Background: an optimization exercise with open tools, aiming at small area and a short achievable clock period. Do not read the settings as production practice. The RTL was checked by simulation tests, not by an equivalence proof against the original design. Power and IR drop assume default switching activity.

## flow/design.v (module list and top-level ports; edited modules follow where they fit)
// module gaussian_lzd: 144 lines
// module gaussian_coef: 1825 lines
// module gaussian_coef_k1: 1837 lines
// module gaussian_coef_kc: 1936 lines
// module gaussian_ctg: 45 lines
// module gaussian_interp: 58 lines
// module gaussian_poly: 3686 lines
// module gaussian: 35 lines
module gaussian #(
    parameter INIT_Z1 = 64'd5030521883283424767,
    parameter INIT_Z2 = 64'd18445829279364155008,
    parameter INIT_Z3 = 64'd18436106298727503359
)
(
    input clk,
    input rstn,
    input ce,
    output valid_out,
    output [15:0] data_out
);
  // ...
==> flow/run.sh <==
#!/bin/bash
# synth_recipe.tcl (not shown) runs the flow's synth.tcl, then flattens the netlist and writes it again
# the make line also repeats each setting of config.mk as NAME=value (left out here)
make -C /OpenROAD-flow-scripts/flow DESIGN_CONFIG=/design/flow/config.mk WORK_HOME=/design/flow/orfs CLKGATE_MAP_FILE= SYNTH_SCRIPT=/design/flow/synth_recipe.tcl finish
==> flow/config.mk <==
export PLATFORM = sky130hd
export DESIGN_NAME = gaussian
export DESIGN_NICKNAME = gaussian
export VERILOG_FILES = /design/flow/design.v
export SDC_FILE = /design/flow/constraint.sdc
export NUM_CORES = 4
export LEC_CHECK = 0
export CAP_MARGIN = 20
export CORE_MARGIN = 2
export CORE_UTILIZATION = 40
export SETUP_SLACK_MARGIN = 5.0
export SLEW_MARGIN = 20
export SYNTH_MEMORY_MAX_BITS = 32768
==> flow/constraint.sdc <==
create_clock -name core_clock -period 8.0 [get_ports {clk}]
set_input_delay 1.6000 -clock core_clock [delete_from_list [all_inputs] [get_ports {clk}]]
set_output_delay 1.6000 -clock core_clock [all_outputs]
set_load 0.01 [all_outputs]
==> out/results.ini, run 1 <==
[power_and_ir_drop]
ir_worst_vdd_mv = 0.2341
powerSeq_mw = 5.64
combPwrFrac = 0.604
power_clock_mw = 3.75
p_per_area_mw_per_mm2 = 468.3
p_sw_mw = 10.62

[finish]
fillers = 11090
final.signal_buffer_count = 121
final_cells = 6512
seq-cell-share = 0.2612
nets = 5536
reg_top3 = u_gaussian_ctg.z1: 64 flops, u_gaussian_ctg.z2: 64 flops, u_gaussian_ctg.z3: 64 flops

[critical_path]
r2r_setup_slack_ns = 4.98
crit_path_max_fanout = 18
end_kind = register
cp.arrival_ns = 3.61
worst-path-stages = 11
rr_endpoint = u_gaussian_interp.u_gaussian_poly.q4_1089

[place]
dpl.cell_count = 6330
hpwl_mm = 113.1
dpl_worst_slack_ns = 4.062

[die]
ios = 20
rows = 123
die_x_um = 341.1
core_area_mm2 = 0.1127
dieArea_mm2 = 0.1164

[synthesis]
synthArstFlopShare = 0
yosys.cell_types.count = 92
yosysTopAreaCellShare = 0.2871
synth_area_mm2 = 0.04546
ys_top_cells_by_area = dfxtp_1, fa_1, ha_1, nand2_1, and2_1

[hold_path]
worstHoldPathType = register to register

[global_routing]
grt_pass1_vias = 37600
use_met1 = 0.3646
use_met3 = 0.04735

[detailed_routing]
drc = 0
drt_wl_total_mm = 159.5
wl_met2_mm = 70.30

[timing]
timing.setup.tns_ns = 0
finalHoldViolations = 0

[run]
max_cap_violations = 0

[clock_tree]
clockBufferDepth = 3

[status]
run_status = finished clean

==> module gaussian_interp, before the edit <==
module gaussian_interp (
    input clk,
    input rstn,
    input ce,
    input [63:0] word,         
    input word_rst,            
    output valid_out,
    output [15:0] data_out
);
localparam LAT = 7;        
localparam VL = LAT + 2;       
reg [VL-1:0] vld;
always @(posedge clk) begin
    if (!rstn)
        vld <= {VL{1'b0}};
    else
        vld <= {vld[VL-2:0], ce};
end
assign valid_out = vld[VL-1];
wire [5:0] lz;
gaussian_lzd u_gaussian_lzd (
    .data_in(word[63:3]),
    .data_out(lz)
);
reg [5:0]  a_lz;       
reg [5:0]  a_lzp;      
reg [1:0]  a_off;
reg [14:0] a_x;
reg        a_sign;
always @(posedge clk) begin
    a_lz   <= word_rst ? 6'd0 : lz;
    a_lzp  <= a_lz;
    a_off  <= {word[1], word[2]};
    a_x    <= {word[3], word[4], word[5], word[6], word[7],
               word[8], word[9], word[10], word[11], word[12],
               word[13], word[14], word[15], word[16], word[17]};
    a_sign <= word[0];
end
wire [16:0] c2;
gaussian_coef u_gaussian_coef (
    .addr({a_lz, a_off}),
    .c2(c2)
);
reg [14:0] mask_n;
integer i;
always @(*) begin
    for (i = 0; i < 15; i = i + 1)
        mask_n[i] = (a_lzp == 6'd46 + i);
end
gaussian_poly u_gaussian_poly (
    .clk(clk),
    .x(a_x & ~mask_n),
    .c2(c2),
    .addr({a_lz, a_off}),    
    .sign(a_sign),
    .out(data_out)
);
endmodule
==> run 2: changes to the inputs <==
--- a/flow/design.v
+++ b/flow/design.v
@@ -5808,43 +5808,41 @@
 end
 assign valid_out = vld[VL-1];
 wire [5:0] lz;
 gaussian_lzd u_gaussian_lzd (
     .data_in(word[63:3]),
     .data_out(lz)
 );
 reg [5:0]  a_lz;       
-reg [5:0]  a_lzp;      
 reg [1:0]  a_off;
-reg [14:0] a_x;
+reg [14:0] a_x;        
 reg        a_sign;
+reg [14:0] mask_n;
+integer i;
+always @(*) begin
+    for (i = 0; i < 15; i = i + 1)
+        mask_n[i] = (a_lz == 6'd46 + i);
+end
 always @(posedge clk) begin
     a_lz   <= word_rst ? 6'd0 : lz;
-    a_lzp  <= a_lz;
     a_off  <= {word[1], word[2]};
     a_x    <= {word[3], word[4], word[5], word[6], word[7],
                word[8], word[9], word[10], word[11], word[12],
-               word[13], word[14], word[15], word[16], word[17]};
+               word[13], word[14], word[15], word[16], word[17]} & ~mask_n;
     a_sign <= word[0];
 end
 wire [16:0] c2;
 gaussian_coef u_gaussian_coef (
     .addr({a_lz, a_off}),
     .c2(c2)
 );
-reg [14:0] mask_n;
-integer i;
-always @(*) begin
-    for (i = 0; i < 15; i = i + 1)
-        mask_n[i] = (a_lzp == 6'd46 + i);
-end
 gaussian_poly u_gaussian_poly (
     .clk(clk),
-    .x(a_x & ~mask_n),
+    .x(a_x),
     .c2(c2),
     .addr({a_lz, a_off}),    
     .sign(a_sign),
     .out(data_out)
 );
 endmodule
 module gaussian_poly (
     input clk,
@@ -7683,19 +7681,19 @@
 reg q6_1824;
 reg q6_1825;
 reg q6_1826;
 reg q6_1827;
 reg q6_1828;
 reg q6_1829;
 reg q6_1830;
 wire [37:0] us;
+wire [15:0] res;
 reg q5_1831;
 reg q6_1832;
-wire [15:0] res;
 gaussian_coef_k1 u_gaussian_coef_k1 (.addr({q1_8, q1_7, q1_6, q1_5, q1_4, q1_3, q1_2, q1_1}), .k1(k1v));
 gaussian_coef_kc u_gaussian_coef_kc (.addr({q3_24, q3_22, q3_20, q3_18, q3_16, q3_14, q3_12, q3_10}), .kc(kcv));
 assign p27 = q1_25 & q1_26;
 assign p29 = q1_25 & q1_28;
 assign p31 = q1_25 & q1_30;
 assign p33 = q1_25 & q1_32;
 assign p35 = q1_25 & q1_34;
 assign p37 = q1_25 & q1_36;
==> flow/config.mk (replaced) <==
export PLATFORM = sky130hd
export DESIGN_NAME = gaussian
export DESIGN_NICKNAME = gaussian
export VERILOG_FILES = /design/flow/design.v
export SDC_FILE = /design/flow/constraint.sdc
export NUM_CORES = 4
export LEC_CHECK = 0
export CAP_MARGIN = 20
export CORE_MARGIN = 2
export CORE_UTILIZATION = 50
export SETUP_SLACK_MARGIN = 5.0
export SLEW_MARGIN = 20
export SYNTH_MEMORY_MAX_BITS = 32768
==> run 2 against run 1 <==
  * Global-route usage increased by 5.9 points
  * Largest power group unchanged
  * Combinational power decreased by 8%
  * First-iteration DRC count increased by 31%
  * Cell count decreased by 5.3%
  * Fmax decreased by 1.5%
  * Critical path depth decreased by 3
  * Critical endpoint is now u_gaussian_interp.u_gaussian_poly.q2_560
  * Still clean on timing, DRC and antenna
  * Power decreased by 6.8%
  * Routed wire length decreased by 4.8%
  * Highest routed layer is now met5
  * Non-clock buffer count increased by 9
==> out/results.ini, run 2 <==
[clock_tree]
root_buffer = clkbuf_16  ; unchanged
holdBufCountCts = 0  ; unchanged
clockBufferDepth = 3  ; unchanged
cts.sinks = 652  ; unchanged
clk_pin_slew_ns = 0.07  ; was 0.06 ns
cts.htree.levels = 3  ; unchanged
cts_made_buffers = 73  ; was 77
clk_latency_ns = 0.65  ; was 0.68 ns
cts_tree = done  ; unchanged

[finish]
diodes = 0  ; was 4
multiInputGateArea_mm2 = 0.02936  ; was 0.03012 mm^2
seqCellArea_mm2 = 0.01322  ; was 0.01324 mm^2
drive_gt1_frac = 0.08856  ; was 0.09125
fillers = 8093  ; was 11,090
fin_area_mm2 = 0.04924  ; was 0.05067 mm^2
areaGrowthSynthToFinish_pct = 10.20  ; was 11.46%
final_core_util = 0.5564  ; was 0.4498
reg_top3 = u_gaussian_ctg.z1: 64 flops, u_gaussian_ctg.z2: 64 flops, u_gaussian_ctg.z3: 64 flops  ; unchanged
nets = 5535  ; was 5,536
final_cells = 6167  ; was 6,512
final_cell_mix = nand2_1, dfxtp_1, fa_1  ; unchanged
final_common_cell = nand2_1  ; unchanged

[die]
die_x_um = 303.0  ; was 341.1 um
rows = 109  ; was 123
initial_core_util = 0.5049  ; was 0.4035
fp.dieH_um = 303.0  ; was 341.1 um
core_area_mm2 = 0.08851  ; was 0.1127 mm^2
dieArea_mm2 = 0.09178  ; was 0.1164 mm^2
ios = 20  ; unchanged

[synthesis]
yosys.area_share.adder = 0.2321  ; was 0.2276
synth_edf_count = 0  ; unchanged
ys_top_cells_by_area = dfxtp_1, fa_1, nand2_1, ha_1, and2_1  ; was dfxtp_1, fa_1, ha_1, nand2_1, and2_1
synth.ff_latch_count = 652  ; unchanged
syn_nets = 5653  ; was 5,664
yosysMostFrequentCell = dfxtp_1  ; unchanged
synth_top_family_by_area = adder cells  ; unchanged
syn-instance-count = 5062  ; was 5,074
syn_area_per_cell_um2 = 8.828  ; was 8.959 um^2
yosys.cell_types.count = 88  ; was 92
yosys_warnings = 4  ; unchanged
yosysTopAreaCellShare = 0.2921  ; was 0.2871
synth_flop_cell = dfxtp_1  ; unchanged
synth_area_mm2 = 0.04469  ; was 0.04546 mm^2
synthTopCellsByCount = dfxtp_1, nand2_1, fa_1  ; unchanged
synthArstFlopShare = 0  ; unchanged
synth-compound-area-share = 0.1552  ; was 0.1643
synthMuxAreaShare = 0.03688  ; was 0.03663
synth.largest_area_cell = dfxtp_1  ; unchanged
synthSimpleGateAreaFrac = 0.1740  ; was 0.1722
synth_xor_area_frac = 0.04922  ; was 0.05172
yosysSeqAreaShare = 0.2921  ; was 0.2871

[power_and_ir_drop]
p_seq_frac = 0.251  ; was 0.238
p_per_area_mw_per_mm2 = 449.2  ; was 468.3 mW/mm^2
ir_worst_vdd_mv = 0.2441  ; was 0.2341 mV
pwr-share-clk = 0.157  ; was 0.158
p_leak_nw = 20.63  ; was 21.35 nW
internal_power_mw = 12.34  ; was 13.11 mW
p_sw_mw = 9.782  ; was 10.62 mW
swShare = 0.4422  ; was 0.4474
combPwrFrac = 0.592  ; was 0.604

[detailed_routing]
ant_nets = 0  ; unchanged
first_iter_violations = 5254  ; was 4,025
drt-pass1-iter-count = 9  ; was 8
drt_wl_total_mm = 151.8  ; was 159.5 mm
wl_per_cell_um = 24.62  ; was 24.50 um
drc = 0  ; unchanged
viasPerCell = 6.175  ; was 5.832
vias = 38080  ; was 37,980

[place]
placed_area_mm2 = 0.04558  ; was 0.04674 mm^2
dpl_worst_slack_ns = 4.288  ; was 4.062 ns
gp_congestion = 1.071  ; was 1.016
portBuffers = 19  ; unchanged
hpwl_mm = 106.2  ; was 113.1 mm
dpl.cell_count = 5984  ; was 6,330

[hold_path]
worstHoldPathType = register to register  ; unchanged

[global_routing]
gr-total-overflow = 0  ; unchanged
grt_start_max_net_pins = 201  ; was 187
grt_util_all_layers = 0.3289  ; was 0.2698
grt_pass1_wl_mm = 231.0  ; was 241.4 mm
grt_pass1_vias = 37360  ; was 37,600
antenna_found_initial = 5  ; was 4

[timing]
fmax_mhz = 326.2  ; was 331.2 MHz
setup_ws_ns = 4.935  ; was 4.981 ns
tightest_slew_ns = 1.227  ; was 1.060 ns
rsz0062_at_grt = true  ; unchanged
timing.setup.tns_ns = 0  ; unchanged
setup_violations = 0  ; unchanged
finalClockSkew_ns = 0.03684  ; was 0.04469 ns
finalMaxSlewViolations = 0  ; unchanged
period_minus_slack_ns = 3.065  ; was 3.019 ns
slew_headroom = 0.1817  ; was 0.2843
fin_crit_sh = 0.3832  ; was 0.3774
finalHoldViolations = 0  ; unchanged

[critical_path]
startpoint_type = register  ; unchanged
end_kind = register  ; unchanged
crit_path_max_fanout = 41  ; was 18
crit_required_ns = 8.49  ; was 8.59 ns
cp.arrival_ns = 3.56  ; was 3.61 ns
crit_type = register to register  ; unchanged

[run]
max_cap_violations = 0  ; unchanged

[status]
run_status = finished clean  ; unchanged

## run 2: what timing repair did
item,in CTS,in global routing
gates cloned,1,2
buffers inserted,28,19
pin swaps,2,1
endpoints found under the setup margin,173,105
gates resized for setup,156,117
## run 2: worst paths after layout
path / startpoint / to / slack [ns] / cells past startpoint
setup / recovery: u_gaussian_interp.u_gaussian_poly.q1_3 / u_gaussian_interp.u_gaussian_poly.q2_560 / 4.93 / 8
setup reg to reg: u_gaussian_interp.u_gaussian_poly.q1_3 / u_gaussian_interp.u_gaussian_poly.q2_560 / 4.93 / 8
hold reg to reg: u_gaussian_interp.u_gaussian_poly.q2_23 / u_gaussian_interp.u_gaussian_poly.q3_24 / 0.31 / 0
hold / removal: u_gaussian_interp.u_gaussian_poly.q2_23 / u_gaussian_interp.u_gaussian_poly.q3_24 / 0.31 / 0
## run 2: per-layer routing
metal,wire length [um],track usage
met1,63990,0.4589
met3,15710,0.07354
met2,63400,0.4815
met5,26,0
met4,8677,0.1614
## run 2: kinds of logic after synthesis
kind of cell | Yosys count
simple gates | 1662
fa+ha+maj | 589
compound gates | 1080
buf+inv | 707
mux | 153
xor+xnor | 219
flops | 652
## run 2: through the flow
stage | total power [mW] | hold WS [ns]
after floorplan | 14.81 | 0.3096
after global placement | 18.27 | 0.3101
after detailed placement | 18.57 | 0.3121
after CTS | 22.19 | 0.3050
after global routing | 24.66 | 0.3125
final | 22.12 | 0.3119
## run 2: layout make-up
type                    instances  share of cell area
repair buffers                130             0.02513
well taps                    1165             0.02960
clock buffers                  99             0.04174
flip-flops and latches        652              0.2684
repair inverters                1           0.0001016
multi-input cells            3703              0.5962
inverters                     383             0.03003
clock inverters                34            0.008791
## run 2: power by group through the flow
stage	clock network (mW)	registers [mW]	logic (mW)
floorplan	0	5.07	9.75
detailed placement	0	5.60	13.0
finish	3.48	5.55	13.1
CTS	3.56	5.54	13.1
global route	3.68	5.67	15.3
global placement	0	5.59	12.7
## run 2: critical path, cell delays in order, from the launching register on
cell and delay, ns:
dfxtp_1 0.33, clkbuf_8 0.35, ha_1 0.76, nor3_1 0.33
a2111oi_0 0.48, a211o_1 0.18, o21ai_0 0.16, nand2_1 0.18
o311ai_0 0.14
==> run 3: changes to the inputs <==
--- a/flow/config.mk
+++ b/flow/config.mk
@@ -8,6 +8,7 @@
 export CAP_MARGIN = 20
 export CORE_MARGIN = 2
 export CORE_UTILIZATION = 50
+export PLACE_DENSITY = 0.75
 export SETUP_SLACK_MARGIN = 5.0
 export SLEW_MARGIN = 20
 export SYNTH_MEMORY_MAX_BITS = 32768
==> run 3 against run 2 <==
  * Count of clock-buffer cells in the layout is 1 lower
  * Clock power down 2%
  * Power up 1.1%
  * Final area increased by 0.34%
  * Critical endpoint is now u_gaussian_interp.u_gaussian_poly.q2_565
==> out/results.ini, run 3 <==
[status]
run_status = finished clean  ; unchanged

[die]
ios = 20  ; unchanged
fp.dieH_um = 303.0  ; unchanged
die_x_um = 303.0  ; unchanged
dieArea_mm2 = 0.09178  ; unchanged
core_area_mm2 = 0.08851  ; unchanged
initial_core_util = 0.5049  ; unchanged
rows = 109  ; unchanged

[power_and_ir_drop]
ir_worst_vdd_mv = 0.2920  ; was 0.2441 mV
p_per_area_mw_per_mm2 = 452.7  ; was 449.2 mW/mm^2
p_seq_frac = 0.246  ; was 0.251
internal_power_mw = 12.45  ; was 12.34 mW
pwr-share-clk = 0.152  ; was 0.157
combPwrFrac = 0.602  ; was 0.592
p_leak_nw = 20.70  ; was 20.63 nW
swShare = 0.4436  ; was 0.4422
p_sw_mw = 9.923  ; was 9.782 mW

[finish]
final_common_cell = nand2_1  ; unchanged
drive_gt1_frac = 0.09082  ; was 0.08856
final_cells = 6177  ; was 6,167
multiInputGateArea_mm2 = 0.02944  ; was 0.02936 mm^2
seqCellArea_mm2 = 0.01321  ; was 0.01322 mm^2
fillers = 7904  ; was 8,093
nets = 5543  ; was 5,535
areaGrowthSynthToFinish_pct = 10.58  ; was 10.20%
reg_top3 = u_gaussian_ctg.z1: 64 flops, u_gaussian_ctg.z2: 64 flops, u_gaussian_ctg.z3: 64 flops  ; unchanged
final_cell_mix = nand2_1, dfxtp_1, fa_1  ; unchanged

[hold_path]
whs_path_depth = 0  ; unchanged
worstHoldPathType = register to register  ; unchanged

[global_routing]
grt_util_all_layers = 0.3331  ; was 0.3289
use_met1 = 0.4199  ; was 0.4589
grt_pass1_vias = 38080  ; was 37,360
grt_pass1_wl_mm = 233.4  ; was 231.0 mm
met2_usage = 0.5273  ; was 0.4815
antenna_found_initial = 2  ; was 5
grt_most_used_layer = met2  ; unchanged
grt_start_max_net_pins = 105  ; was 201
gr-total-overflow = 0  ; unchanged
use_met3 = 0.06130  ; was 0.07354

[timing]
setup_violations = 0  ; unchanged
tightest_slew_ns = 1.050  ; was 1.227 ns
fin_crit_sh = 0.3857  ; was 0.3832
rsz0062_at_grt = true  ; unchanged
period_minus_slack_ns = 3.086  ; was 3.065 ns
finalHoldViolations = 0  ; unchanged
finalMaxSlewViolations = 0  ; unchanged
timing.setup.tns_ns = 0  ; unchanged
fmax_mhz = 324.1  ; was 326.2 MHz
hold_slack_ns = 0.3116  ; was 0.3119 ns
slew_headroom = 0.3001  ; was 0.1817
finalClockSkew_ns = 0.02784  ; was 0.03684 ns

[detailed_routing]
drc = 0  ; unchanged
vias = 38380  ; was 38,080
wl_per_cell_um = 25.01  ; was 24.62 um
drt_wl_total_mm = 154.5  ; was 151.8 mm
viasPerCell = 6.213  ; was 6.175
ant_nets = 0  ; unchanged
drt-pass1-iter-count = 24  ; was 9
first_iter_violations = 4605  ; was 5,254

[critical_path]
r2r_setup_slack_ns = 4.91  ; was 4.93 ns
cpPeakStageDelay_ns = 0.42  ; was 0.76 ns
end_kind = register  ; unchanged
worstPathCellList = buf_12, clkinvlp_4, ha_1, buf_4, or2_2, and2_1, a311o_1, a31oi_2, o211ai_1  ; was clkbuf_8, ha_1, nor3_1, a2111oi_0, a211o_1, o21ai_0, nand2_1, o311ai_0
startpoint_type = register  ; unchanged
cp.arrival_ns = 3.58  ; was 3.56 ns
crit_required_ns = 8.49  ; about the same
crit_path_top_delay_cell = a311o_1  ; was ha_1
crit_path_max_fanout = 26  ; was 41
r2r_cells = 9  ; was 8
crit_type = register to register  ; unchanged

[synthesis]
synth.largest_area_cell = dfxtp_1  ; unchanged
synthArstFlopShare = 0  ; unchanged
syn_area_per_cell_um2 = 8.828  ; unchanged
syn_nets = 5653  ; unchanged
yosysMostFrequentCell = dfxtp_1  ; unchanged
yosys_warnings = 4  ; unchanged
synth_edf_count = 0  ; unchanged
synth_area_mm2 = 0.04469  ; unchanged
synthTopCellsByCount = dfxtp_1, nand2_1, fa_1  ; unchanged
synth.ff_latch_count = 652  ; unchanged
synth_flop_cell = dfxtp_1  ; unchanged
yosysTopAreaCellShare = 0.2921  ; unchanged
yosys.cell_types.count = 88  ; unchanged
ys_top_cells_by_area = dfxtp_1, fa_1, nand2_1, ha_1, and2_1  ; unchanged
syn-instance-count = 5062  ; unchanged
yosysSeqAreaShare = 0.2921  ; unchanged

[clock_tree]
cts_tree = done  ; unchanged
cts.htree.levels = 3  ; unchanged
holdBufCountCts = 0  ; unchanged
clockBufferDepth = 3  ; unchanged
root_buffer = clkbuf_16  ; unchanged
clk_pin_slew_ns = 0.06  ; was 0.07 ns
cts_made_buffers = 72  ; was 73
clk_latency_ns = 0.65  ; about the same
cts.sinks = 652  ; unchanged

[place]
dpl.cell_count = 5983  ; was 5,984
portBuffers = 19  ; unchanged
gp_congestion = 1.061  ; was 1.071
hpwl_mm = 107.3  ; was 106.2 mm

[run]
max_cap_violations = 0  ; unchanged

run 3: cell counts after synthesis:
No cell type changed its count.
run 3: worst max-delay path: cells and delay by family, from the launching register on:
kind | cells | cell delay, ns
AND/OR/NAND/NOR | 2 | 0.63
flip-flops | 1 | 0.35
adder cells (fa/ha/maj) | 1 | 0.26
buffers and inverters | 3 | 0.72
AO/OA/AOI/OAI | 3 | 0.94
run 3: cell families after synthesis:
logic type | count (synthesis) | synth area share
AND/OR/NAND/NOR | 1662 | 0.1740
buffers and inverters | 707 | 0.06053
flip-flops | 652 | 0.2921
AO/OA/AOI/OAI | 1080 | 0.1552
adder cells (fa/ha/maj) | 589 | 0.2321
multiplexers | 153 | 0.03688
XOR/XNOR | 219 | 0.04922
run 3: power by group through the flow:
| stage | combinational (mW) | sequential, mW | clock, mW |
|---|---|---|---|
| detailed placement | 13.1 | 5.55 | 0 |
| finish | 13.5 | 5.51 | 3.40 |
| global placement | 12.6 | 5.53 | 0 |
| CTS | 13.4 | 5.49 | 3.48 |
| global route | 15.6 | 5.62 | 3.59 |
| floorplan | 9.75 | 5.07 | 0 |
run 3: layer usage:
layer | wire (um) | vias up
met5 | 13 | -
li1 | - | 16860
met4 | 12020 | 2
met1 | 59460 | 18440
met2 | 68830 | 2340
met3 | 14190 | 728
run 3: area by class of cell:
| class | instances | area share |
|---|---|---|
| Inverter | 383 | 0.02990 |
| Tap cell | 1165 | 0.02950 |
| Sequential cell | 652 | 0.2672 |
| Multi-Input combinational cell | 3703 | 0.5958 |
| Clock buffer | 98 | 0.04153 |
| Timing Repair Buffer | 140 | 0.02831 |
| Clock inverter | 34 | 0.007647 |
| Antenna cell | 2 | 0.0001013 |
run 3: worst paths after layout:
check / startpoint / end
min reg2reg: u_gaussian_interp.a_x[0] / u_gaussian_interp.u_gaussian_poly.q1_25
max: u_gaussian_interp.u_gaussian_poly.q1_2 / u_gaussian_interp.u_gaussian_poly.q2_565
max reg2reg: u_gaussian_interp.u_gaussian_poly.q1_2 / u_gaussian_interp.u_gaussian_poly.q2_565
min: u_gaussian_interp.a_x[0] / u_gaussian_interp.u_gaussian_poly.q1_25
run 3: through the flow:
step / utilization / cell area (um^2) / total power [mW] / worst slack (ns)
global route: 0.5582 / 49410 / 24.79 / 4.930
floorplan: - / 44690 / 14.81 / 5.042
global placement: 0.5147 / 45550 / 18.14 / 4.116
detailed placement: 0.5147 / 45550 / 18.65 / 4.080
finish: 0.5583 / 49410 / 22.37 / 4.914
CTS: 0.5494 / 48620 / 22.33 / 4.921
run 3: timing repair:
action                     CTS  global route
cloned                       2             4
setup endpoints to repair  163           110
setup buffers               24            29
pin swaps                    2            13
resized for setup          154           136
==> run 4: changes to the inputs <==
--- a/flow/config.mk
+++ b/flow/config.mk
@@ -8,7 +8,6 @@
 export CAP_MARGIN = 20
 export CORE_MARGIN = 2
 export CORE_UTILIZATION = 50
-export PLACE_DENSITY = 0.75
 export SETUP_SLACK_MARGIN = 5.0
-export SLEW_MARGIN = 20
+export SLEW_MARGIN = 60
 export SYNTH_MEMORY_MAX_BITS = 32768
==> run 4 against run 3 <==
  * Still clean
  * Fmax up 0.58%
  * Area after synthesis unchanged
  * Sequential share of layout area about the same
  * Cell count down 0.23%
  * Combinational power down 3%
  * Count of clock-buffer cells in the layout down 5
  * Global-route usage down 0.35 points
  * Largest cell class unchanged
  * Largest power group unchanged
==> out/results.ini, run 4 <==
[power_and_ir_drop]
p_leak_nw = 20.77  ; was 20.70 nW
p_per_area_mw_per_mm2 = 448.5  ; was 452.7 mW/mm^2
internal_power_mw = 12.46  ; was 12.45 mW
ir_worst_vdd_mv = 0.2130  ; was 0.2920 mV
swShare = 0.4396  ; was 0.4436
combPwrFrac = 0.587  ; was 0.602
p_sw_mw = 9.778  ; was 9.923 mW
pwr-share-clk = 0.163  ; was 0.152
p_seq_frac = 0.249  ; was 0.246

[die]
fp.dieH_um = 303.0  ; unchanged
core_area_mm2 = 0.08851  ; unchanged
die_x_um = 303.0  ; unchanged
rows = 109  ; unchanged
initial_core_util = 0.5049  ; unchanged
ios = 20  ; unchanged
dieArea_mm2 = 0.09178  ; unchanged

[synthesis]
syn-instance-count = 5062  ; unchanged
ys_top_cells_by_area = dfxtp_1, fa_1, nand2_1, ha_1, and2_1  ; unchanged
yosysSeqAreaShare = 0.2921  ; unchanged
yosys_warnings = 4  ; unchanged
synth.ff_latch_count = 652  ; unchanged
yosysMostFrequentCell = dfxtp_1  ; unchanged
syn_area_per_cell_um2 = 8.828  ; unchanged
yosysTopAreaCellShare = 0.2921  ; unchanged
synthMuxAreaShare = 0.03688  ; unchanged
synth-compound-area-share = 0.1552  ; unchanged
synthSimpleGateAreaFrac = 0.1740  ; unchanged
yosys.area_share.adder = 0.2321  ; unchanged
synth_flop_cell = dfxtp_1  ; unchanged
yosys.cell_types.count = 88  ; unchanged
synth_xor_area_frac = 0.04922  ; unchanged
synth_area_mm2 = 0.04469  ; unchanged
synth_edf_count = 0  ; unchanged
synth_top_family_by_area = adder cells  ; unchanged
synth.largest_area_cell = dfxtp_1  ; unchanged
syn_nets = 5653  ; unchanged
synthArstFlopShare = 0  ; unchanged
synthTopCellsByCount = dfxtp_1, nand2_1, fa_1  ; unchanged

[critical_path]
r2r_setup_slack_ns = 4.93  ; was 4.91 ns
crit_path_max_fanout = 13  ; was 26
startpoint_type = register  ; unchanged
cp.arrival_ns = 3.58  ; about the same
crit_type = register to register  ; unchanged
r2r-start = u_gaussian_interp.u_gaussian_poly.q3_12  ; was u_gaussian_interp.u_gaussian_poly.q1_2
r2r_cells = 10  ; was 9
end_kind = register  ; unchanged
rr_endpoint = u_gaussian_interp.u_gaussian_poly.q4_1083  ; was u_gaussian_interp.u_gaussian_poly.q2_565
crit_required_ns = 8.51  ; was 8.49 ns

[timing]
tightest_slew_ns = 0.6411  ; was 1.050 ns
setup_violations = 0  ; unchanged
setup_ws_ns = 4.932  ; was 4.914 ns
slew_headroom = 0.5726  ; was 0.3001
rsz0062_at_grt = true  ; unchanged
period_minus_slack_ns = 3.068  ; was 3.086 ns
timing.setup.tns_ns = 0  ; unchanged
finalHoldViolations = 0  ; unchanged
fin_crit_sh = 0.3835  ; was 0.3857
fmax_mhz = 326.0  ; was 324.1 MHz
finalMaxSlewViolations = 0  ; unchanged
finalClockSkew_ns = 0.04154  ; was 0.02784 ns

[clock_tree]
cts.sinks = 652  ; unchanged
cts_tree = done  ; unchanged
cts_made_buffers = 74  ; was 72
clk_latency_ns = 0.67  ; was 0.65 ns
clk_pin_slew_ns = 0.06  ; about the same
clockBufferDepth = 3  ; unchanged
root_buffer = clkbuf_16  ; unchanged
cts.htree.levels = 3  ; unchanged

[finish]
nets = 5532  ; was 5,543
drive_gt1_frac = 0.09404  ; was 0.09082
fillers = 8088  ; was 7,904
final_cell_mix = nand2_1, dfxtp_1, fa_1  ; unchanged
diodes = 0  ; was 2
seqCellArea_mm2 = 0.01323  ; was 0.01321 mm^2
reg_top3 = u_gaussian_ctg.z1: 64 flops, u_gaussian_ctg.z2: 64 flops, u_gaussian_ctg.z3: 64 flops  ; unchanged
final_common_cell = nand2_1  ; unchanged
areaGrowthSynthToFinish_pct = 10.98  ; was 10.58%
multiInputGateArea_mm2 = 0.02942  ; was 0.02944 mm^2

[detailed_routing]
drc = 0  ; unchanged
vias = 38090  ; was 38,380
first_iter_violations = 4954  ; was 4,605
ant_nets = 0  ; unchanged
drt_wl_total_mm = 152.3  ; was 154.5 mm
viasPerCell = 6.181  ; was 6.213
wl_per_cell_um = 24.72  ; was 25.01 um
drt-pass1-iter-count = 9  ; was 24

[hold_path]
worstHoldPathType = register to register  ; unchanged
hold_end = u_gaussian_interp.u_gaussian_poly.q5_1525  ; was u_gaussian_interp.u_gaussian_poly.q1_25
whs_path_depth = 0  ; unchanged
hp-start = u_gaussian_interp.u_gaussian_poly.q4_1084  ; was u_gaussian_interp.a_x[0]

[place]
gp_congestion = 1.071  ; was 1.061
hpwl_mm = 107.0  ; was 107.3 mm
portBuffers = 19  ; unchanged
dpl_worst_slack_ns = 4.410  ; was 4.080 ns

[global_routing]
gr-total-overflow = 0  ; unchanged
antenna_found_initial = 3  ; was 2
grt_start_max_net_pins = 76  ; was 105
grt_pass1_wl_mm = 231.4  ; was 233.4 mm
grt_pass1_vias = 37360  ; was 38,080
grt_util_all_layers = 0.3296  ; was 0.3331

[status]
run_status = finished clean  ; unchanged

[run]
max_cap_violations = 0  ; unchanged

## run 4: cell families after synthesis
kind of cell | after synthesis
mux | 153
simple gates | 1662
compound gates | 1080
buf+inv | 707
fa+ha+maj | 589
xor+xnor | 219
flops | 652
## run 4: layer usage
metal / track usage / share of wire / routed length [um]
met5: 0 / 0.00016 / 24
met1: 0.4568 / 0.42 / 64310
met4: 0.1527 / 0.052 / 7985
met3: 0.07827 / 0.10 / 15760
met2: 0.4869 / 0.42 / 64260
## run 4: worst max-delay path by stage
| stage | from | endpoint | slack, ns |
|---|---|---|---|
| finish | u_gaussian_interp.u_gaussian_poly.q3_12 | u_gaussian_interp.u_gaussian_poly.q4_1083 | 4.93 |
| detailed placement | u_gaussian_interp.u_gaussian_poly.q3_12 | u_gaussian_interp.u_gaussian_poly.q4_1079 | 4.41 |
| floorplan | u_gaussian_interp.u_gaussian_poly.q3_10 | u_gaussian_interp.u_gaussian_poly.q4_1078 | 5.04 |
| global placement | u_gaussian_interp.u_gaussian_poly.q3_12 | u_gaussian_interp.u_gaussian_poly.q4_1081 | 4.15 |
| global route | u_gaussian_interp.u_gaussian_poly.q1_1 | u_gaussian_interp.u_gaussian_poly.q2_563 | 4.95 |
| CTS | u_gaussian_interp.u_gaussian_poly.q3_16 | u_gaussian_interp.u_gaussian_poly.q4_1079 | 4.93 |
## run 4: layout make-up
cell class,count,area share
clock buffers,93,0.04185
clock inverters,40,0.01087
inverters,383,0.03002
multi-input cells,3703,0.5933
flip-flops and latches,652,0.2668
well taps,1165,0.02939
repair buffers,127,0.02780
## run 4: power groups by stage
stage | combinational (mW) | clock [mW] | sequential [mW]
3_3_place_gp | 12.7 | 0 | 5.59
4_1_cts | 13.0 | 3.72 | 5.54
5_1_grt | 15.3 | 3.84 | 5.67
2_1_floorplan | 9.75 | 0 | 5.07
3_5_place_dp | 13.0 | 0 | 5.60
6_report | 13.1 | 3.63 | 5.55
## run 4: stage by stage
step / cells / power (mW) / hold slack [ns] / area, um^2 / util
2_1_floorplan: 5062 / 14.81 / 0.3096 / 44690 / -
3_3_place_gp: 5984 / 18.27 / 0.3101 / 45580 / 0.5149
3_5_place_dp: 5989 / 18.59 / 0.3120 / 45960 / 0.5193
4_1_cts: 6135 / 22.31 / 0.2930 / 48870 / 0.5521
5_1_grt: 6163 / 24.78 / 0.3143 / 49590 / 0.5603
6_report: 6163 / 22.24 / 0.3028 / 49590 / 0.5603
## run 4: worst max-delay path: stages (launching register included)
cell        delay, ns
dfxtp_4          0.38
buf_12           0.17
clkinvlp_4       0.12
buf_4            0.26
ha_2             0.43
buf_4            0.33
nand2b_1         0.30
o22ai_1          0.14
mux4_2           0.48
o21ai_0          0.22
a21oi_1          0.10
## run 4: timing repair
action / 4_1_cts / 5_1_grt
setup endpoints to repair: 105 / 88
hold buffers: 0 / 0
gates resized for setup: 94 / 94
buffers inserted: 13 / 24
gates cloned: 0 / 3
pin swaps: 2 / 2
==> run 5: changes to the inputs <==
--- a/flow/config.mk
+++ b/flow/config.mk
@@ -7,7 +7,8 @@
 export LEC_CHECK = 0
 export CAP_MARGIN = 20
 export CORE_MARGIN = 2
-export CORE_UTILIZATION = 50
+export CORE_UTILIZATION = 55
+export CTS_BUF_LIST = sky130_fd_sc_hd__clkbuf_8
 export SETUP_SLACK_MARGIN = 5.0
-export SLEW_MARGIN = 60
+export SLEW_MARGIN = 20
 export SYNTH_MEMORY_MAX_BITS = 32768
==> run 5 against run 4 <==
  * Largest cell class unchanged
  * Register-to-register slack lost 0.04 ns
  * Cell count down 0.58%
  * Critical path depth did not move
  * Combinational power about the same
  * Hold slack improved by 0.0033 ns
  * Non-clock buffer count up 5
==> out/results.ini, run 5 <==
[critical_path]
crit_required_ns = 8.60  ; was 8.51 ns
startpoint_type = register  ; unchanged
crit_family = compound AO/OA/AOI/OAI gates  ; was buffers and inverters
critPathBufInv = 2  ; was 4
crit_type = register to register  ; unchanged
worstPathCellList = buf_12, inv_4, ha_1, nand2_1, a221oi_1, o22ai_1, nor2b_1, nor3_1, o31ai_1, o21ai_0  ; was buf_12, clkinvlp_4, buf_4, ha_2, buf_4, nand2b_1, o22ai_1, mux4_2, o21ai_0, a21oi_1
end_kind = register  ; unchanged
crit_path_top_delay_cell = a221oi_1  ; was mux4_2
r2r_setup_slack_ns = 4.89  ; was 4.93 ns
cp.arrival_ns = 3.71  ; was 3.58 ns
cpPeakStageDelay_ns = 0.64  ; was 0.48 ns
crit_path_max_fanout = 37  ; was 13

[place]
gp_congestion = 1.060  ; was 1.071
placed_area_mm2 = 0.04544  ; was 0.04596 mm^2
dpl.cell_count = 5880  ; was 5,989
portBuffers = 19  ; unchanged
hpwl_mm = 105.3  ; was 107.0 mm

[finish]
drive_gt1_frac = 0.09834  ; was 0.09404
final_cell_mix = nand2_1, dfxtp_1, fa_1  ; unchanged
fin_area_mm2 = 0.04912  ; was 0.04959 mm^2
final_common_cell = nand2_1  ; unchanged
areaGrowthSynthToFinish_pct = 9.917  ; was 10.98%
reg_top3 = u_gaussian_ctg.z1: 64 flops, u_gaussian_ctg.z2: 64 flops, u_gaussian_ctg.z3: 64 flops  ; unchanged
nets = 5572  ; was 5,532
final_cells = 6127  ; was 6,163

[power_and_ir_drop]
p_per_area_mw_per_mm2 = 448.5  ; about the same
power_mw = 22.03  ; was 22.24 mW
p_leak_nw = 20.73  ; was 20.77 nW
ir_worst_vdd_mv = 0.2550  ; was 0.2130 mV

[synthesis]
ys_top_cells_by_area = dfxtp_1, fa_1, nand2_1, ha_1, and2_1  ; unchanged
yosysMostFrequentCell = dfxtp_1  ; unchanged
yosys_warnings = 4  ; unchanged
synth.ff_latch_count = 652  ; unchanged
synth_area_mm2 = 0.04469  ; unchanged
yosys.cell_types.count = 88  ; unchanged
synth.largest_area_cell = dfxtp_1  ; unchanged
syn_nets = 5653  ; unchanged
synthArstFlopShare = 0  ; unchanged
synthTopCellsByCount = dfxtp_1, nand2_1, fa_1  ; unchanged
synth_edf_count = 0  ; unchanged
syn_area_per_cell_um2 = 8.828  ; unchanged
yosysSeqAreaShare = 0.2921  ; unchanged
synth_flop_cell = dfxtp_1  ; unchanged
syn-instance-count = 5062  ; unchanged
yosysTopAreaCellShare = 0.2921  ; unchanged

[timing]
timing.setup.tns_ns = 0  ; unchanged
slew_headroom = 0.2398  ; was 0.5726
tightest_slew_ns = 1.140  ; was 0.6411 ns
fmax_mhz = 321.8  ; was 326.0 MHz
period_minus_slack_ns = 3.108  ; was 3.068 ns
setup_violations = 0  ; unchanged
fin_crit_sh = 0.3885  ; was 0.3835
finalHoldViolations = 0  ; unchanged
rsz0062_at_grt = true  ; unchanged
finalClockSkew_ns = 0.03304  ; was 0.04154 ns
finalMaxSlewViolations = 0  ; unchanged

[clock_tree]
cts.htree.levels = 3  ; unchanged
clk_latency_ns = 0.76  ; was 0.67 ns
clockBufferDepth = 3  ; unchanged
cts.sinks = 652  ; unchanged
holdBufCountCts = 0  ; unchanged
cts_tree = done  ; unchanged
clk_pin_slew_ns = 0.06  ; about the same
cts_made_buffers = 108  ; was 74
root_buffer = clkbuf_8  ; was clkbuf_16

[global_routing]
gr-total-overflow = 0  ; unchanged
grt_pass1_wl_mm = 229.5  ; was 231.4 mm
grt_util_all_layers = 0.3585  ; was 0.3296
grt_start_max_net_pins = 89  ; was 76
grt_pass1_vias = 38140  ; was 37,360
antenna_found_initial = 6  ; was 3

[hold_path]
worstHoldPathType = register to register  ; unchanged

[die]
rows = 104  ; was 109
die_x_um = 289.0  ; was 303.0 um
initial_core_util = 0.5548  ; was 0.5049
ios = 20  ; unchanged
dieArea_mm2 = 0.08354  ; was 0.09178 mm^2
fp.dieH_um = 289.0  ; was 303.0 um
core_area_mm2 = 0.08055  ; was 0.08851 mm^2

[detailed_routing]
ant_nets = 0  ; unchanged
drc = 0  ; unchanged
viasPerCell = 6.295  ; was 6.181
wl_per_cell_um = 24.64  ; was 24.72 um
first_iter_violations = 5178  ; was 4,954
vias = 38570  ; was 38,090
drt-pass1-iter-count = 10  ; was 9
drt_wl_total_mm = 151.0  ; was 152.3 mm

[run]
max_cap_violations = 0  ; unchanged

[status]
run_status = finished clean  ; unchanged

[run 5: final timing paths]
kind | from | to | depth (start not counted)
min reg2reg | u_gaussian_interp.a_x[8] | u_gaussian_interp.u_gaussian_poly.q1_186 | 0
max | u_gaussian_interp.a_off[1] | u_gaussian_interp.u_gaussian_poly.q1_32 | 10
max reg2reg | u_gaussian_interp.a_off[1] | u_gaussian_interp.u_gaussian_poly.q1_32 | 10
min | u_gaussian_interp.a_x[8] | u_gaussian_interp.u_gaussian_poly.q1_186 | 0
[run 5: cells by family (layout without fill, tap and decap cells)]
kind of cell	count (synthesis)	count (layout)	synth area share
AND/OR/NAND/NOR	1662	1662	0.1740
AO/OA/AOI/OAI	1080	1080	0.1552
buffers and inverters	707	709	0.06053
flip-flops	652	652	0.2921
adder cells (fa/ha/maj)	589	589	0.2321
XOR/XNOR	219	219	0.04922
multiplexers	153	153	0.03688
other	0	3	0
[run 5: where the power goes]
| part | internal (mW) | switching [mW] |
|---|---|---|
| logic | 5.79 | 7.48 |
| clock network | 1.85 | 1.38 |
| registers | 4.60 | 0.938 |
[run 5: repair_timing]
item | CTS | global route
setup buffers | 18 | 28
pin swaps | 1 | 3
resized for setup | 150 | 138
gates cloned | 2 | 3
endpoints found under the setup margin | 162 | 107
endpoints found under the hold margin | 0 | 0
[run 5: worst register-to-register path, cell delays in order (launching register included)]
cell and delay, ns:
dfxtp_1 0.32, buf_12 0.18, inv_4 0.22, ha_1 0.50, nand2_1 0.36, a221oi_1 0.64, o22ai_1 0.19, nor2b_1 0.14
nor3_1 0.06, o31ai_1 0.26, o21ai_0 0.11
[run 5: cell type report]
type / instances / area (um^2)
timing repair buffer: 132 / 1249
clock inverter: 61 / 593.1
inverter: 383 / 1484
fill: 6928 / 31430
tap: 1060 / 1326
timing repair inverter: 1 / 5.005
multi-input combinational: 3703 / 29420
sequential: 652 / 13220
antenna: 3 / 7.507
clock buffer: 132 / 1817
[run 5: stage by stage]
stage	hold WS, ns	worst slack (ns)	utilization
2_1_floorplan	0.3096	5.042	-
3_3_place_gp	0.3099	4.047	0.5641
3_5_place_dp	0.3121	4.051	0.5641
4_1_cts	0.2945	4.988	0.6006
5_1_grt	0.3166	4.884	0.6097
6_report	0.3060	4.892	0.6098
[run 5: per-layer routing]
layer | routed length (um) | global-route usage
met5 | 46 | 0
met4 | 8090 | 0.1731
met3 | 17820 | 0.1053
met2 | 63560 | 0.5252
met1 | 61470 | 0.4859
==> run 6: changes to the inputs <==
==> flow/flow/run.sh (new file) <==
#!/bin/bash
set -euo pipefail
sed 's/SETUP_SLACK_MARGIN=[0-9.]*/SETUP_SLACK_MARGIN=5.2/' standard.sh > standard_margin.sh
grep -q 'SETUP_SLACK_MARGIN=5.2' standard_margin.sh
bash standard_margin.sh finish > standard.log 2>&1
==> flow/standard.sh (new file) <==
#!/bin/bash
# synth_recipe.tcl (not shown) runs the flow's synth.tcl, then flattens the netlist and writes it again
# the make line also repeats each setting of config.mk as NAME=value (left out here)
make -C /OpenROAD-flow-scripts/flow DESIGN_CONFIG=/design/flow/config.mk WORK_HOME=/design/flow/orfs CLKGATE_MAP_FILE= SYNTH_SCRIPT=/design/flow/synth_recipe.tcl "${@:-finish}"
--- a/flow/config.mk
+++ b/flow/config.mk
@@ -7,8 +7,7 @@
 export LEC_CHECK = 0
 export CAP_MARGIN = 20
 export CORE_MARGIN = 2
-export CORE_UTILIZATION = 55
-export CTS_BUF_LIST = sky130_fd_sc_hd__clkbuf_8
+export CORE_UTILIZATION = 50
 export SETUP_SLACK_MARGIN = 5.0
 export SLEW_MARGIN = 20
 export SYNTH_MEMORY_MAX_BITS = 32768
removed: flow/run.sh
==> run 6 against run 5 <==
  * Hold slack worse by 0.013 ns
  * First-iteration DRC count is 2.4% lower
  * Sequential share of layout area down 0.92 points
  * Area after synthesis is the same
  * Routed wire length increased by 6.2%
  * Sequential power hardly changed
  * Setup slack better by 0.18 ns
  * Die area grew 9.9%
  * Global-route usage decreased by 1.8 points
  * Largest cell class unchanged
==> out/results.ini, run 6 <==
[status]
run_status = finished clean  ; unchanged

[synthesis]
synth_flop_cell = dfxtp_1  ; unchanged
yosysSeqAreaShare = 0.2921  ; unchanged
syn-instance-count = 5062  ; unchanged
synth_area_mm2 = 0.04469  ; unchanged
synth.ff_latch_count = 652  ; unchanged
ys_top_cells_by_area = dfxtp_1, fa_1, nand2_1, ha_1, and2_1  ; unchanged
syn_area_per_cell_um2 = 8.828  ; unchanged
synth.largest_area_cell = dfxtp_1  ; unchanged
yosysMostFrequentCell = dfxtp_1  ; unchanged
yosys_warnings = 4  ; unchanged
yosys.cell_types.count = 88  ; unchanged
synthArstFlopShare = 0  ; unchanged
synthTopCellsByCount = dfxtp_1, nand2_1, fa_1  ; unchanged
syn_nets = 5653  ; unchanged
synth_edf_count = 0  ; unchanged
yosysTopAreaCellShare = 0.2921  ; unchanged

[clock_tree]
holdBufCountCts = 0  ; unchanged
cts_tree = done  ; unchanged
clk_latency_ns = 0.67  ; was 0.76 ns
cts.sinks = 652  ; unchanged
root_buffer = clkbuf_16  ; was clkbuf_8
clk_pin_slew_ns = 0.06  ; about the same
cts_made_buffers = 76  ; was 108
cts.htree.levels = 3  ; unchanged
clockBufferDepth = 3  ; unchanged

[place]
gp_congestion = 1.073  ; was 1.060
placed_area_mm2 = 0.04558  ; was 0.04544 mm^2
portBuffers = 19  ; unchanged
hpwl_mm = 108.5  ; was 105.3 mm
dpl.cell_count = 5983  ; was 5,880

[finish]
final_cell_mix = nand2_1, dfxtp_1, fa_1  ; unchanged
areaGrowthSynthToFinish_pct = 14.82  ; was 9.917%
fillers = 7943  ; was 6,928
fin_area_mm2 = 0.05131  ; was 0.04912 mm^2
nets = 5657  ; was 5,572
drive_gt1_frac = 0.1393  ; was 0.09834
reg_top3 = u_gaussian_ctg.z1: 64 flops, u_gaussian_ctg.z2: 64 flops, u_gaussian_ctg.z3: 64 flops  ; unchanged
final_common_cell = nand2_1  ; unchanged
final_cells = 6294  ; was 6,127

[detailed_routing]
drt-pass1-iter-count = 20  ; was 10
first_iter_violations = 5052  ; was 5,178
drt_wl_total_mm = 160.3  ; was 151.0 mm
viasPerCell = 6.173  ; was 6.295
wl_per_cell_um = 25.47  ; was 24.64 um
drc = 0  ; unchanged
ant_nets = 0  ; unchanged
vias = 38860  ; was 38,570

[critical_path]
cpPeakStageDelay_ns = 0.59  ; was 0.64 ns
crit_family = buffers and inverters  ; was compound AO/OA/AOI/OAI gates
rr_endpoint = u_gaussian_interp.u_gaussian_poly.q4_1085  ; was u_gaussian_interp.u_gaussian_poly.q1_32
startpoint_type = register  ; unchanged
crit_type = register to register  ; unchanged
crit_path_max_fanout = 52  ; was 37
crit_path_top_delay_cell = a221oi_1  ; unchanged
end_kind = register  ; unchanged
r2r-start = u_gaussian_interp.u_gaussian_poly.q3_22  ; was u_gaussian_interp.a_off[1]
cp.arrival_ns = 3.42  ; was 3.71 ns
cp_common_cell = a21oi_1
critPathBufInv = 2  ; unchanged
crit_required_ns = 8.50  ; was 8.60 ns
r2r_cells = 6  ; was 10
worstPathCellList = buf_4, inv_1, nand2_2, a21oi_1, a221oi_1, a21oi_1  ; was buf_12, inv_4, ha_1, nand2_1, a221oi_1, o22ai_1, nor2b_1, nor3_1, o31ai_1, o21ai_0
worst-path-stages = 6  ; was 10
r2r_setup_slack_ns = 5.07  ; was 4.89 ns

[timing]
timing.setup.tns_ns = 0  ; unchanged
finalHoldViolations = 0  ; unchanged
fmax_mhz = 341.8  ; was 321.8 MHz
finalClockSkew_ns = 0.05206  ; was 0.03304 ns
finalMaxSlewViolations = 0  ; unchanged
tightest_slew_ns = 1.111  ; was 1.140 ns
rsz0062_at_grt = true  ; unchanged
period_minus_slack_ns = 2.925  ; was 3.108 ns
hold_slack_ns = 0.2929  ; was 0.3060 ns
fin_crit_sh = 0.3657  ; was 0.3885
setup_violations = 0  ; unchanged
slew_headroom = 0.2565  ; was 0.2398

[power_and_ir_drop]
p_per_area_mw_per_mm2 = 444.6  ; was 448.5 mW/mm^2
ir_worst_vdd_mv = 0.2722  ; was 0.2550 mV
p_leak_nw = 21.45  ; was 20.73 nW
power_mw = 22.81  ; was 22.03 mW

[hold_path]
hp-start = u_gaussian_interp.a_x[9]  ; was u_gaussian_interp.a_x[8]
hold_end = u_gaussian_interp.u_gaussian_poly.q1_428  ; was u_gaussian_interp.u_gaussian_poly.q1_186
whs_path_depth = 0  ; unchanged
worstHoldPathType = register to register  ; unchanged

[global_routing]
gr-total-overflow = 0  ; unchanged
grt_util_all_layers = 0.3400  ; was 0.3585
grt_pass1_vias = 37910  ; was 38,140
grt_start_max_net_pins = 92  ; was 89
antenna_found_initial = 6  ; unchanged
grt_pass1_wl_mm = 236.8  ; was 229.5 mm

[die]
initial_core_util = 0.5049  ; was 0.5548
fp.dieH_um = 303.0  ; was 289.0 um
dieArea_mm2 = 0.09178  ; was 0.08354 mm^2
ios = 20  ; unchanged
rows = 109  ; was 104
core_area_mm2 = 0.08851  ; was 0.08055 mm^2
die_x_um = 303.0  ; was 289.0 um

[run]
max_cap_violations = 0  ; unchanged

run 6: cell counts after synthesis:
Identical to the previous run, type by type.
run 6: final cells by class:
class / count / area [um^2] / share of cell area
multi-input combinational: 3703 / 29940 / 0.5836
sequential: 652 / 13340 / 0.2599
timing repair buffer: 249 / 2515 / 0.04902
clock buffer: 108 / 2185 / 0.04258
inverter: 383 / 1499 / 0.02921
tap: 1165 / 1458 / 0.02841
clock inverter: 30 / 359.1 / 0.006999
timing repair inverter: 1 / 7.507 / 0.0001463
antenna: 3 / 7.507 / 0.0001463
run 6: stage by stage:
stage | setup WS, ns | utilization
after global placement | 3.924 | 0.5150
after detailed placement | 3.881 | 0.5150
final | 5.075 | 0.5797
after global routing | 5.080 | 0.5796
after floorplan | 5.204 | -
after CTS | 5.153 | 0.5612
run 6: worst max-delay path by stage:
stage                                                      to  slack [ns]                                       from
floorplan            u_gaussian_interp.u_gaussian_poly.q3_858        5.20   u_gaussian_interp.u_gaussian_poly.q2_465
global placement      u_gaussian_interp.u_gaussian_poly.q1_30        3.92                 u_gaussian_interp.a_off[1]
detailed placement    u_gaussian_interp.u_gaussian_poly.q1_30        3.88                 u_gaussian_interp.a_off[1]
CTS                 u_gaussian_interp.u_gaussian_poly.q5_1511        5.15  u_gaussian_interp.u_gaussian_poly.q4_1004
global route         u_gaussian_interp.u_gaussian_poly.q2_609        5.08    u_gaussian_interp.u_gaussian_poly.q1_96
finish              u_gaussian_interp.u_gaussian_poly.q4_1085        5.07    u_gaussian_interp.u_gaussian_poly.q3_22
run 6: kinds of logic (layout without fill, tap and decap cells):
group                    Yosys count  count (layout)  synth area share
AND/OR/NAND/NOR                 1662            1662            0.1740
AO/OA/AOI/OAI                   1080            1080            0.1552
buffers and inverters            707             771           0.06053
flip-flops                       652             652            0.2921
adder cells (fa/ha/maj)          589             589            0.2321
XOR/XNOR                         219             219           0.04922
multiplexers                     153             153           0.03688
other                              0               3                 0
run 6: what timing repair did:
| item | 4_1_cts | 5_1_grt |
|---|---|---|
| pin swaps | 37 | 118 |
| endpoints found under the setup margin | 186 | 136 |
| gates cloned | 6 | 8 |
| setup buffers | 75 | 81 |
| gates resized for setup | 356 | 226 |
run 6: worst reg2reg max path: cells and delay by family (launching register included):
kind            cells  cell delay [ns]
simple gates        1             0.46
flops               1             0.34
compound gates      3             0.81
buf+inv             2             1.15
run 6: power breakdown:
group	internal, mW	total [mW]	switching (mW)
Combinational	6.09	13.7	7.65
Clock	2.08	3.52	1.44
Sequential	4.63	5.54	0.912
Total	12.8	22.8	10.0
run 6: routing by layer:
layer	up-vias	GRT usage	routed length, um
met5	-	0	55
met4	8	0.1660	9219
met3	635	0.08908	17370
met2	2259	0.5018	67800
met1	18840	0.4631	65850
li1	17110	-	-
==> run 7: changes to the inputs <==
==> flow/run.sh (new file) <==
#!/bin/bash
# synth_recipe.tcl (not shown) runs the flow's synth.tcl, then flattens the netlist and writes it again
# the make line also repeats each setting of config.mk as NAME=value (left out here)
make -C /OpenROAD-flow-scripts/flow DESIGN_CONFIG=/design/flow/config.mk WORK_HOME=/design/flow/orfs CLKGATE_MAP_FILE= SYNTH_SCRIPT=/design/flow/synth_recipe.tcl finish
--- a/flow/config.mk
+++ b/flow/config.mk
@@ -5,7 +5,7 @@
 export SDC_FILE = /design/flow/constraint.sdc
 export NUM_CORES = 4
 export LEC_CHECK = 0
-export CAP_MARGIN = 20
+export CAP_MARGIN = 40
 export CORE_MARGIN = 2
 export CORE_UTILIZATION = 50
 export SETUP_SLACK_MARGIN = 5.0
removed: flow/flow/run.sh
removed: flow/standard.sh
==> run 7 against run 6 <==
  * Sequential cell count is the same
  * Clock skew shrank 0.017 ns
  * Register-to-register slack lost 0.14 ns
  * Highest routed layer unchanged
  * Power shrank 2.9%
  * Die area is the same
==> out/results.ini, run 7 <==
[synthesis]
synthArstFlopShare = 0  ; unchanged
syn_area_per_cell_um2 = 8.828  ; unchanged
syn-instance-count = 5062  ; unchanged
syn_nets = 5653  ; unchanged
synth_edf_count = 0  ; unchanged
synth.largest_area_cell = dfxtp_1  ; unchanged
yosys_warnings = 4  ; unchanged
ys_top_cells_by_area = dfxtp_1, fa_1, nand2_1, ha_1, and2_1  ; unchanged
synth_area_mm2 = 0.04469  ; unchanged
yosysMostFrequentCell = dfxtp_1  ; unchanged
synth.ff_latch_count = 652  ; unchanged
synth_flop_cell = dfxtp_1  ; unchanged
synthTopCellsByCount = dfxtp_1, nand2_1, fa_1  ; unchanged
yosysSeqAreaShare = 0.2921  ; unchanged
yosysTopAreaCellShare = 0.2921  ; unchanged
yosys.cell_types.count = 88  ; unchanged

[finish]
nets = 5539  ; was 5,657
areaGrowthSynthToFinish_pct = 10.45  ; was 14.82%
drive_gt1_frac = 0.08888  ; was 0.1393
diodes = 0  ; was 3
final_common_cell = nand2_1  ; unchanged
final_cell_mix = nand2_1, dfxtp_1, fa_1  ; unchanged
reg_top3 = u_gaussian_ctg.z1: 64 flops, u_gaussian_ctg.z2: 64 flops, u_gaussian_ctg.z3: 64 flops  ; unchanged
fin_area_mm2 = 0.04935  ; was 0.05131 mm^2

[critical_path]
crit_path_max_fanout = 13  ; was 52
worstPathCellList = buf_12, clkinvlp_4, buf_4, buf_4, ha_2, buf_4, nand2b_1, a21oi_1, mux4_2, o21ai_0, a21oi_1  ; was buf_4, inv_1, nand2_2, a21oi_1, a221oi_1, a21oi_1
cp_common_cell = buf_4  ; was a21oi_1
crit_path_top_delay_cell = mux4_2  ; was a221oi_1
crit_required_ns = 8.49  ; was 8.50 ns
cp.arrival_ns = 3.56  ; was 3.42 ns
cpPeakStageDelay_ns = 0.47  ; was 0.59 ns
startpoint_type = register  ; unchanged
crit_type = register to register  ; unchanged
end_kind = register  ; unchanged

[global_routing]
grt_pass1_vias = 37370  ; was 37,910
grt_pass1_wl_mm = 231.0  ; was 236.8 mm
grt_util_all_layers = 0.3296  ; was 0.3400
grt_start_max_net_pins = 201  ; was 92
gr-total-overflow = 0  ; unchanged
antenna_found_initial = 5  ; was 6

[timing]
timing.setup.tns_ns = 0  ; unchanged
setup_violations = 0  ; unchanged
fin_crit_sh = 0.3837  ; was 0.3657
tightest_slew_ns = 1.143  ; was 1.111 ns
finalHoldViolations = 0  ; unchanged
rsz0062_at_grt = true  ; unchanged
slew_headroom = 0.2383  ; was 0.2565
fmax_mhz = 325.7  ; was 341.8 MHz
finalMaxSlewViolations = 0  ; unchanged
finalClockSkew_ns = 0.03536  ; was 0.05206 ns
period_minus_slack_ns = 3.070  ; was 2.925 ns

[clock_tree]
clk_latency_ns = 0.66  ; was 0.67 ns
clk_pin_slew_ns = 0.06  ; about the same
cts_tree = done  ; unchanged
clockBufferDepth = 3  ; unchanged
cts_made_buffers = 75  ; was 76
cts.htree.levels = 3  ; unchanged
cts.sinks = 652  ; unchanged
holdBufCountCts = 0  ; unchanged
root_buffer = clkbuf_16  ; unchanged

[die]
rows = 109  ; unchanged
ios = 20  ; unchanged
core_area_mm2 = 0.08851  ; unchanged
fp.dieH_um = 303.0  ; unchanged
initial_core_util = 0.5049  ; unchanged
dieArea_mm2 = 0.09178  ; unchanged
die_x_um = 303.0  ; unchanged

[power_and_ir_drop]
ir_worst_vdd_mv = 0.2391  ; was 0.2722 mV
swShare = 0.4428  ; was 0.4387
p_per_area_mw_per_mm2 = 448.9  ; was 444.6 mW/mm^2
combPwrFrac = 0.595  ; was 0.603
internal_power_mw = 12.35  ; was 12.80 mW
pwr-share-clk = 0.156  ; was 0.154
p_leak_nw = 20.65  ; was 21.45 nW
p_seq_frac = 0.249  ; was 0.243
p_sw_mw = 9.810  ; was 10.01 mW
power_mw = 22.16  ; was 22.81 mW

[detailed_routing]
drt_wl_total_mm = 152.7  ; was 160.3 mm
drc = 0  ; unchanged
ant_nets = 0  ; unchanged
vias = 38040  ; was 38,860
first_iter_violations = 5234  ; was 5,052
viasPerCell = 6.163  ; was 6.173
drt-pass1-iter-count = 9  ; was 20
wl_per_cell_um = 24.74  ; was 25.47 um

[place]
hpwl_mm = 106.5  ; was 108.5 mm
gp_congestion = 1.071  ; was 1.073
placed_area_mm2 = 0.04567  ; was 0.04558 mm^2
portBuffers = 19  ; unchanged

[hold_path]
worstHoldPathType = register to register  ; unchanged

[run]
max_cap_violations = 0  ; unchanged

[status]
run_status = finished clean  ; unchanged

==> run 7: cell types whose count changed in the layout (fill, tap and decap cells not counted), moves of 18 or more <==
| cell | delta |
|---|---|
| buf_4 | -87 |
| dfxtp_1 | +22 |
| dfxtp_4 | -36 |
| nand2_1 | +18 |
==> run 7: area by class of cell <==
type / count / area, um^2
Clock buffer: 105 / 2160
Clock inverter: 31 / 352.8
Fill cell: 8152 / 39160
Inverter: 383 / 1483
Multi-Input combinational cell: 3703 / 29360
Sequential cell: 652 / 13220
Tap cell: 1165 / 1458
Timing Repair Buffer: 132 / 1324
Timing Repair inverter: 1 / 5.005
==> run 7: critical path: cells and delay by family (launching register included) <==
family,cells,cell delay (ns)
and+or+nand+nor,1,0.31
buffers and inverters,5,0.92
muxes,1,0.47
AOI/OAI and AO/OA,3,0.47
DFF,1,0.38
adders and majority gates,1,0.36
==> run 7: routing by layer <==
layer / wire [um] / GRT usage / vias to the layer above
li1: - / - / 16850
met1: 64500 / 0.4534 / 18390
met2: 64430 / 0.4855 / 2202
met3: 15760 / 0.08636 / 596
met4: 7982 / 0.1515 / 6
met5: 30 / 0 / -
==> run 7: worst paths after layout <==
kind                                                              start                                   endpoint  slack [ns]  cells after the start
worst max-delay path            u_gaussian_interp.u_gaussian_poly.q3_12  u_gaussian_interp.u_gaussian_poly.q4_1083        4.93                     11
worst min-delay path            u_gaussian_interp.u_gaussian_poly.q2_23    u_gaussian_interp.u_gaussian_poly.q3_24        0.31                      0
worst max register to register  u_gaussian_interp.u_gaussian_poly.q3_12  u_gaussian_interp.u_gaussian_poly.q4_1083        4.93                     11
worst min register to register  u_gaussian_interp.u_gaussian_poly.q2_23    u_gaussian_interp.u_gaussian_poly.q3_24        0.31                      0
==> run 7: logic make-up after synthesis <==
| group | after synthesis | share of synthesized area |
|---|---|---|
| flip-flops | 652 | 0.2921 |
| AND/OR/NAND/NOR | 1662 | 0.1740 |
| XOR/XNOR | 219 | 0.04922 |
| AO/OA/AOI/OAI | 1080 | 0.1552 |
| multiplexers | 153 | 0.03688 |
| adder cells (fa/ha/maj) | 589 | 0.2321 |
| buffers and inverters | 707 | 0.06053 |
==> run 7: power by group through the flow <==
stage	Clock [mW]	Combinational, mW	Sequential, mW
floorplan	0	9.75	5.07
detailed placement	0	13.0	5.57
global route	3.68	15.4	5.65
CTS	3.56	13.1	5.52
global placement	0	12.7	5.59
finish	3.47	13.2	5.52
==> run 7: per-stage QoR <==
step	cells	hold slack, ns	worst slack [ns]	util
3_3_place_gp	5984	0.3101	4.153	0.5149
5_1_grt	6172	0.3160	4.903	0.5576
6_report	6172	0.3135	4.930	0.5576
3_5_place_dp	5992	0.3121	4.297	0.5160
2_1_floorplan	5062	0.3096	5.042	-
4_1_cts	6150	0.3106	4.925	0.5500
==> run 7: repair_timing <==
| action | CTS | global route |
|---|---|---|
| endpoints found under the setup margin | 173 | 95 |
| setup buffers | 21 | 19 |
| gates resized for setup | 153 | 125 |
| pin swaps | 1 | 3 |
| gates cloned | 1 | 3 |
==> run 8: changes to the inputs <==
--- a/flow/config.mk
+++ b/flow/config.mk
@@ -5,9 +5,9 @@
 export SDC_FILE = /design/flow/constraint.sdc
 export NUM_CORES = 4
 export LEC_CHECK = 0
-export CAP_MARGIN = 40
+export CAP_MARGIN = 50
 export CORE_MARGIN = 2
 export CORE_UTILIZATION = 50
 export SETUP_SLACK_MARGIN = 5.0
-export SLEW_MARGIN = 20
+export SLEW_MARGIN = 40
 export SYNTH_MEMORY_MAX_BITS = 32768
==> run 8 against run 7 <==
  * Still clean on timing, DRC and antenna
  * Final area rose by 0.56%
  * Setup slack lost 0.039 ns
  * Synthesized cell count unchanged
  * Fmax is 1.3% lower
  * Clock power increased by 4%
  * Via count rose by 0.35%
  * Utilization up 0.31 points
  * Non-clock buffer count rose by 17
  * Combinational power about the same
  * Register-to-register slack worse by 0.04 ns
  * Critical endpoint is now u_gaussian_interp.u_gaussian_poly.q1_52
==> out/results.ini, run 8 <==
[finish]
nets = 5555  ; was 5,539
drive_gt1_frac = 0.09178  ; was 0.08888
fillers = 8114  ; was 8,152
final_common_cell = nand2_1  ; unchanged

[power_and_ir_drop]
pwr-share-clk = 0.162  ; was 0.156
p_leak_nw = 20.84  ; was 20.65 nW
p_sw_mw = 9.792  ; was 9.810 mW
swShare = 0.4386  ; was 0.4428
p_seq_frac = 0.246  ; was 0.249

[clock_tree]
clockBufferDepth = 3  ; unchanged
clk_latency_ns = 0.66  ; about the same
root_buffer = clkbuf_16  ; unchanged

[timing]
finalMaxSlewViolations = 0  ; unchanged

[run]
max_cap_violations = 0  ; unchanged

[synthesis]
yosysSeqAreaShare = 0.2921  ; unchanged
yosys.cell_types.count = 88  ; unchanged

[detailed_routing]
drt-pass1-iter-count = 10  ; was 9

[status]
run_status = finished clean  ; unchanged

[critical_path]
rr_endpoint = u_gaussian_interp.u_gaussian_poly.q1_52  ; was u_gaussian_interp.u_gaussian_poly.q4_1083

[global_routing]
grt_util_all_layers = 0.3313  ; was 0.3296

[place]
portBuffers = 19  ; unchanged

[die]
die_x_um = 303.0  ; unchanged
core_area_mm2 = 0.08851  ; unchanged

-- run 8: per-layer routing --
layer  part of all wire  vias up  track usage
met5                  0        -            0
met1               0.42    18340       0.4558
met3               0.11      639      0.08006
met2               0.42     2304       0.4889
li1                   -    16890            -
met4              0.056        0       0.1609
-- run 8: per-stage QoR --
stage          instances  hold WS [ns]  power, mW  utilization  setup slack [ns]
3_5_place_dp        6011        0.3121      18.61       0.5187             4.306
6_report            6188        0.3201      22.33       0.5608             4.891
3_3_place_gp        5984        0.3101      18.27       0.5149             4.153
2_1_floorplan       5062        0.3096      14.81            -             5.042
4_1_cts             6167        0.3185      22.40       0.5538             4.922
5_1_grt             6188        0.3248      24.82       0.5608             4.917
-- run 8: cell type report --
| cell class | count | area, um^2 | share of cell area |
|---|---|---|---|
| well taps | 1165 | 1458 | 0.02937 |
| multi-input cells | 3703 | 29310 | 0.5905 |
| repair buffers | 149 | 1587 | 0.03197 |
| clock buffers | 104 | 2136 | 0.04303 |
| flip-flops and latches | 652 | 13210 | 0.2661 |
| inverters | 383 | 1479 | 0.02980 |
| clock inverters | 32 | 457.9 | 0.009227 |
-- run 8: cells by family (layout without fill, tap and decap cells) --
group / count (synthesis) / after routing / synth area share
DFF: 652 / 652 / 0.2921
AOI/OAI and AO/OA: 1080 / 1080 / 0.1552
and+or+nand+nor: 1662 / 1662 / 0.1740
adders and majority gates: 589 / 589 / 0.2321
buffers and inverters: 707 / 668 / 0.06053
xor gates and xnor gates: 219 / 219 / 0.04922
muxes: 153 / 153 / 0.03688
-- run 8: worst max-delay path by stage --
stage / start / end / slack (ns) / cells after the start
after global placement: u_gaussian_interp.u_gaussian_poly.q3_12 / u_gaussian_interp.u_gaussian_poly.q4_1081 / 4.15 / 11
after floorplan: u_gaussian_interp.u_gaussian_poly.q3_10 / u_gaussian_interp.u_gaussian_poly.q4_1078 / 5.04 / 13
final: u_gaussian_interp.a_lz[1] / u_gaussian_interp.u_gaussian_poly.q1_52 / 4.89 / 10
after detailed placement: u_gaussian_interp.u_gaussian_poly.q3_12 / u_gaussian_interp.u_gaussian_poly.q4_1083 / 4.31 / 9
after global routing: u_gaussian_interp.u_gaussian_poly.q1_1 / u_gaussian_interp.u_gaussian_poly.q2_567 / 4.92 / 9
after CTS: u_gaussian_interp.u_gaussian_poly.q3_10 / u_gaussian_interp.u_gaussian_poly.q4_1089 / 4.92 / 12
-- run 8: power groups by stage --
| stage | Sequential (mW) | Combinational [mW] | Clock [mW] |
|---|---|---|---|
| final | 5.50 | 13.2 | 3.62 |
| after global routing | 5.62 | 15.4 | 3.81 |
| after CTS | 5.49 | 13.2 | 3.71 |
| after detailed placement | 5.55 | 13.1 | 0 |
| after global placement | 5.59 | 12.7 | 0 |
| after floorplan | 5.07 | 9.75 | 0 |
-- run 8: repair_timing --
item,4_1_cts,5_1_grt
buffers inserted,19,13
setup endpoints to repair,165,93
cloned,1,2
resized for setup,133,119
pin swaps,2,8
-- run 8: critical path: stages, from the launching register on --
cell and delay, ns:
dfxtp_2 0.31, buf_4 0.23, inv_1 0.09, buf_4 0.37, ha_1 0.59, inv_1 0.29, nand2_1 0.31, o21ai_0 0.13
a21oi_1 0.14, nor4_1 0.09, a221o_1 0.37

Check on run 8: ideal ports give 4.891 ns setup slack; a clkbuf_16 on the clock port and buf_2 on the inputs give 4.891 ns; moving port delays by the midpoint clock arrival (0.704 ns) as well gives 4.891 ns.
